Source: an optimization exercise on an open RTL-to-GDS flow (aim: small area, a short achievable clock period and few clock cycles per item). Production flows keep margins and buffers that such runs may drop.
In this exercise RTL edits were held to simulation tests only and were not proved equivalent to the original.
Power figures rest on the tool's default switching activity, not on a simulated workload.

Setup of P:
==> flow/design.v <==
module JAM (
    input CLK,
    input RST,
    output reg [2:0] W,
    output reg [2:0] J,
    input [6:0] Cost,
    output reg [3:0] MatchCount,
    output reg [9:0] MinCost,
    output Valid
);
localparam S_COL = 4'd0, S_ROW = 4'd1, S_RK1 = 4'd2, S_RK2 = 4'd3,
           S_RK3 = 4'd4, S_INIT = 4'd5, S_SRCH = 4'd6, S_DRAIN = 4'd7,
           S_FIN = 4'd8, S_DONE = 4'd9;
localparam K_TRY = 2'd0, K_LEAF = 2'd1, K_RR = 2'd2;
reg  [3:0]  st;
reg  [3:0]  pst;          
reg  [6:0]  v [0:7];      
reg  [6:0]  u [0:7];      
reg  [2:0]  z [0:7];      
reg  [3:0]  key [0:6];    
reg  [2:0]  rank [0:7];   
reg  [6:0]  m1, m2;       
reg  [2:0]  z1;           
reg         cf;           
reg         rk;           
reg         rk2;          
reg  [2:0]  rrow;         
reg  [3:0]  nkey;         
reg  [2:0]  k;            
reg  [7:0]  used;         
reg  [1:0]  kind;
reg  [2:0]  jstk [0:6];   
reg  [6:0]  creg;
reg  [7:0]  uvreg;        
reg  [2:0]  pw, pj;
reg  [2:0]  pkup, prow_up, pnchild;
reg  [7:0]  pused_up;
reg  [1:0]  pkind;
reg         pvld;
reg  [9:0]  bud;          
integer i;
assign Valid = (st == S_DONE);
function [3:0] next_job;
    input [7:0] m;        
    input [2:0] zr;
    input [2:0] a;        
    input       first;    
    reg   [7:0] mz;
    integer n;
    begin
        mz = m | (8'd1 << zr);
        next_job = 4'd8;
        if (first && !m[zr]) next_job = {1'b0, zr};
        else
            for (n = 7; n >= 0; n = n - 1)
                if (!mz[n] && (first || a == zr || n > a)) next_job = n;
    end
endfunction
function [2:0] row_at;
    input [2:0] x;
    input [23:0] rv;
    integer n;
    begin
        row_at = 3'd0;
        for (n = 0; n < 8; n = n + 1)
            if (rv[3*n +: 3] == x) row_at = n;
    end
endfunction
wire [23:0] rkv = {rank[7], rank[6], rank[5], rank[4], rank[3], rank[2], rank[1], rank[0]};
wire [6:0] cmin = (pw == 3'd0 || creg < m1) ? creg : m1;
wire [6:0] cv = creg - uvreg[6:0];      
wire       lt1 = cv < m1;
wire       lt2 = cv < m2;
wire       new1 = (pj == 3'd0) || lt1;
wire [6:0] gap = m2 - m1;
reg  [7:0] gt, ge;
always @(*) begin
    for (i = 0; i < 8; i = i + 1) begin
        gt[i] = (i < 7) && (i < rrow) && (nkey > key[i < 7 ? i : 0]);
        ge[i] = (i < 7) && (i < rrow) && !(nkey > key[i < 7 ? i : 0]);
    end
end
wire [2:0] nge = ge[0] + ge[1] + ge[2] + ge[3] + ge[4] + ge[5] + ge[6];
wire [6:0] r = creg - uvreg[6:0];       
wire       le = {3'd0, r} <= bud;
wire       lt = {3'd0, r} < bud;
wire       eq = {3'd0, r} == bud;
wire       push = pvld && (pkind == K_TRY) && le;
wire [2:0] kdn = k - 3'd1;
wire [2:0] row_dn = row_at(kdn, rkv);
wire [2:0] jdn = jstk[kdn];
wire [3:0] nsib = next_job(used, z[W], J, 1'b0);
wire       has_sib = (kind != K_LEAF) && !nsib[3];
wire [2:0] kup = k + 3'd1;
wire [2:0] row_up = row_at(kup, rkv);
wire [7:0] used_up = used | (8'd1 << J);
wire [3:0] nchild = next_job(used_up, z[row_up], 3'd0, 1'b1);
wire [2:0] row_0 = row_at(3'd0, rkv);
reg [2:0] sk, sW, sJ;
reg [7:0] sused;
reg [1:0] skind;
reg [3:0] sst;
always @(*) begin
    sk = k; sused = used; sW = W; sJ = J; skind = kind; sst = st;
    if (st == S_DRAIN) begin
        sst = S_FIN;
    end else if (has_sib) begin
        sJ = nsib[2:0];
        skind = K_TRY;
    end else if (k != 3'd0) begin
        sk = kdn;
        sused = used & ~(8'd1 << jdn);
        sW = row_dn;
        sJ = jdn;
        skind = K_RR;
    end else begin
        sst = S_DRAIN;
    end
end
always @(posedge CLK) begin
    creg <= Cost;
    uvreg <= ((st == S_ROW) ? 8'd0 : {1'b0, u[W]}) + {1'b0, v[J]};
    pw <= W;
    pj <= J;
    pkup <= kup;
    prow_up <= row_up;
    pnchild <= nchild[2:0];
    pused_up <= used_up;
    pkind <= kind;
    pst <= st;
    if (RST) begin
        st <= S_COL;
        pst <= S_DONE;
        W <= 3'd0;
        J <= 3'd0;
        MinCost <= 10'd0;
        MatchCount <= 4'd0;
        rk <= 1'b0;
        rk2 <= 1'b0;
        cf <= 1'b0;
        pvld <= 1'b0;
    end else begin
        rk <= 1'b0;
        cf <= 1'b0;
        if (pst == S_COL) begin
            m1 <= cmin;
            if (pw == 3'd7) begin
                v[pj] <= cmin;
                cf <= 1'b1;
            end
        end
        if (cf) MinCost <= MinCost + m1;
        if (pst == S_ROW) begin
            if (new1) begin
                m1 <= cv;
                z1 <= pj;
            end
            m2 <= (pj == 3'd0) ? 7'd127 : lt1 ? m1 : lt2 ? cv : m2;
            if (pj == 3'd7) begin
                rk <= 1'b1;
                rrow <= pw;
            end
        end
        if (rk) begin
            u[rrow] <= m1;
            z[rrow] <= z1;
            MinCost <= MinCost + m1;
            nkey <= (gap > 7'd15) ? 4'd15 : gap[3:0];
        end
        rk2 <= rk;
        if (rk2) begin
            for (i = 0; i < 8; i = i + 1)
                if (gt[i]) rank[i] <= rank[i] + 3'd1;
            rank[rrow] <= nge;
            if (rrow != 3'd7) key[rrow] <= nkey;
        end
        if ((st == S_SRCH || st == S_DRAIN) && pvld) begin
            case (pkind)
            K_TRY:  if (le) bud <= bud - r;
            K_LEAF: if (lt) begin
                        bud <= {3'd0, r};
                        MatchCount <= 4'd1;
                    end else if (eq)
                        MatchCount <= MatchCount + 4'd1;
            default: bud <= bud + r;
            endcase
        end
        if (push) jstk[pkup - 3'd1] <= pj;
        case (st)
        S_COL: begin
            W <= W + 3'd1;
            if (W == 3'd7) begin
                J <= J + 3'd1;
                if (J == 3'd7) st <= S_ROW;
            end
        end
        S_ROW: begin
            J <= J + 3'd1;
            if (J == 3'd7) begin
                W <= W + 3'd1;
                if (W == 3'd7) st <= S_RK1;
            end
        end
        S_RK1: st <= S_RK2;
        S_RK2: st <= S_RK3;
        S_RK3: st <= S_INIT;
        S_INIT: begin
            st <= S_SRCH;
            W <= row_0;
            J <= z[row_0];
            k <= 3'd0;
            used <= 8'd0;
            kind <= K_TRY;
            bud <= 10'd1023;
            MatchCount <= 4'd0;
            pvld <= 1'b0;
        end
        S_SRCH, S_DRAIN: begin
            if (push) begin
                k <= pkup;
                used <= pused_up;
                W <= prow_up;
                J <= pnchild;
                kind <= (pkup == 3'd7) ? K_LEAF : K_TRY;
                pvld <= 1'b0;
                st <= S_SRCH;
            end else begin
                k <= sk;
                used <= sused;
                W <= sW;
                J <= sJ;
                kind <= skind;
                pvld <= 1'b1;
                st <= sst;
            end
        end
        S_FIN: begin
            MinCost <= MinCost + bud;
            st <= S_DONE;
        end
        default: ;
        endcase
    end
end
endmodule
export LEC_CHECK = 0
export ABC_CLOCK_PERIOD_IN_PS = 3500
export CAP_MARGIN = 20
export CORE_MARGIN = 2
export CORE_UTILIZATION = 40
export PLACE_DENSITY = 0.6
export SETUP_SLACK_MARGIN = 5
export SLEW_MARGIN = 20
create_clock -name core_clock -period 9.0 [get_ports {CLK}]
run.sh (not shown) runs the stock make flow with config.mk's settings and CLKGATE_MAP_FILE= SYNTH_SCRIPT=/design/flow/synth_recipe.tcl, a recipe that flattens the netlist after the stock synthesis.
P went all the way through the flow, and no timing, DRC or antenna check failed.
Testbench counts of P, summed over its fixed seeds: cycles 3,785, jobs 12.
Relative to P, the following input files were edited for Q:
--- a/flow/design.v
+++ b/flow/design.v
@@ -10,9 +10,9 @@
 );
 localparam S_COL = 4'd0, S_ROW = 4'd1, S_RK1 = 4'd2, S_RK2 = 4'd3,
            S_RK3 = 4'd4, S_INIT = 4'd5, S_SRCH = 4'd6, S_DRAIN = 4'd7,
            S_FIN = 4'd8, S_DONE = 4'd9;
-localparam K_TRY = 2'd0, K_LEAF = 2'd1, K_RR = 2'd2;
+localparam K_TRY = 3'd0, K_LEAF = 3'd1, K_RR = 3'd2, K_ZD = 3'd3, K_POP = 3'd4;
 reg  [3:0]  st;
 reg  [3:0]  pst;          
 reg  [6:0]  v [0:7];      
 reg  [6:0]  u [0:7];      
@@ -27,16 +27,17 @@
 reg  [2:0]  rrow;         
 reg  [3:0]  nkey;         
 reg  [2:0]  k;            
 reg  [7:0]  used;         
-reg  [1:0]  kind;
+reg  [2:0]  kind;
 reg  [2:0]  jstk [0:6];   
 reg  [6:0]  creg;
 reg  [7:0]  uvreg;        
 reg  [2:0]  pw, pj;
 reg  [2:0]  pkup, prow_up, pnchild;
 reg  [7:0]  pused_up;
-reg  [1:0]  pkind;
+reg  [2:0]  pkind;
+reg  [2:0]  pkind_up;
 reg         pvld;
 reg  [9:0]  bud;          
 integer i;
 assign Valid = (st == S_DONE);
@@ -89,31 +90,53 @@
 wire [2:0] kdn = k - 3'd1;
 wire [2:0] row_dn = row_at(kdn, rkv);
 wire [2:0] jdn = jstk[kdn];
 wire [3:0] nsib = next_job(used, z[W], J, 1'b0);
-wire       has_sib = (kind != K_LEAF) && !nsib[3];
+wire       has_sib = (kind == K_TRY || kind == K_RR) && !nsib[3];
+wire       zdn = (jdn == z[row_dn]);    
+reg  [3:0] low_free;                    
+always @(*) begin
+    low_free = 4'd8;
+    for (i = 7; i >= 0; i = i - 1)
+        if (!used[i]) low_free = i;
+end
 wire [2:0] kup = k + 3'd1;
 wire [2:0] row_up = row_at(kup, rkv);
 wire [7:0] used_up = used | (8'd1 << J);
 wire [3:0] nchild = next_job(used_up, z[row_up], 3'd0, 1'b1);
+wire [2:0] kind_up = (kup == 3'd7) ? K_LEAF :
+                     (nchild[2:0] == z[row_up]) ? K_ZD : K_TRY;
 wire [2:0] row_0 = row_at(3'd0, rkv);
 reg [2:0] sk, sW, sJ;
 reg [7:0] sused;
-reg [1:0] skind;
+reg [2:0] skind;
 reg [3:0] sst;
 always @(*) begin
     sk = k; sused = used; sW = W; sJ = J; skind = kind; sst = st;
     if (st == S_DRAIN) begin
         sst = S_FIN;
+    end else if (kind == K_ZD) begin
+        sk = kup;
+        sused = used_up;
+        sW = row_up;
+        sJ = nchild[2:0];
+        skind = kind_up;
     end else if (has_sib) begin
         sJ = nsib[2:0];
         skind = K_TRY;
     end else if (k != 3'd0) begin
         sk = kdn;
         sused = used & ~(8'd1 << jdn);
         sW = row_dn;
-        sJ = jdn;
-        skind = K_RR;
+        if (!zdn) begin
+            sJ = jdn;
+            skind = K_RR;
+        end else if (!low_free[3]) begin
+            sJ = low_free[2:0];
+            skind = K_TRY;
+        end else begin
+            skind = K_POP;
+        end
     end else begin
         sst = S_DRAIN;
     end
 end
@@ -124,8 +147,9 @@
     pj <= J;
     pkup <= kup;
     prow_up <= row_up;
     pnchild <= nchild[2:0];
+    pkind_up <= kind_up;
     pused_up <= used_up;
     pkind <= kind;
     pst <= st;
     if (RST) begin
@@ -181,12 +205,14 @@
                         bud <= {3'd0, r};
                         MatchCount <= 4'd1;
                     end else if (eq)
                         MatchCount <= MatchCount + 4'd1;
-            default: bud <= bud + r;
+            K_RR:   bud <= bud + r;
+            default: ;
             endcase
         end
         if (push) jstk[pkup - 3'd1] <= pj;
+        else if (st == S_SRCH && kind == K_ZD) jstk[k] <= J;
         case (st)
         S_COL: begin
             W <= W + 3'd1;
             if (W == 3'd7) begin
@@ -209,9 +235,9 @@
             W <= row_0;
             J <= z[row_0];
             k <= 3'd0;
             used <= 8'd0;
-            kind <= K_TRY;
+            kind <= K_ZD;
             bud <= 10'd1023;
             MatchCount <= 4'd0;
             pvld <= 1'b0;
         end
@@ -220,9 +246,9 @@
                 k <= pkup;
                 used <= pused_up;
                 W <= prow_up;
                 J <= pnchild;
-                kind <= (pkup == 3'd7) ? K_LEAF : K_TRY;
+                kind <= pkind_up;
                 pvld <= 1'b0;
                 st <= S_SRCH;
             end else begin
                 k <= sk;
Notes after the runs:
- Run comparison: Q cell kind with the greatest summed area multi-input gates; P cell kind with the greatest summed area flip-flops and latches
- P vs Q, slowest library cell on the worst path: sky130_fd_sc_hd__or4_4 vs sky130_fd_sc_hd__edfxtp_1
- Diff P -> Q: final-layout worst hold slack shows a reduction of 0.017 ns, count of flip-flops with a built-in enable after synthesis rose 1, share of the final layout cell area in multi-input gates increased by 2.1 points relative to the old numbers, cell area after technology mapping saw an increase.
- Q gives less power per cell area than P did.
Testbench counts of Q, summed over its fixed seeds: cycles 3,487, jobs 12.

-- separate check: timing with driven ports --
How much do the figures lean on ideal ports? The routed layouts below were timed once more, with nothing changed but the port constraints. Step 1 (the two cells are an assumption about what drives the block):
set clk [get_ports {CLK}]
set_driving_cell -lib_cell sky130_fd_sc_hd__clkbuf_16 $clk
set_driving_cell -lib_cell sky130_fd_sc_hd__buf_2 [delete_from_list [all_inputs] $clk]
Step 2 moves the port delays by t, midway between the first and last clock arrival at a register: inputs arrive t later, outputs are due t later. That takes back most of the time a late clock gives input paths. Slacks: ideal ports / drivers / drivers and shift; pairs: ideal ports / drivers.
run | t (ns) | setup slack, ns | latest minus earliest clock arrival (ns) | pins driven straight from the clock port
P | 0.584 | 4.697 / 4.697 / 4.697 | 0.022 / 0.022 | 1
Q | 0.601 | 4.620 / 4.620 / 4.620 | 0.027 / 0.027 | 1
After both steps every run listed still meets setup and hold.
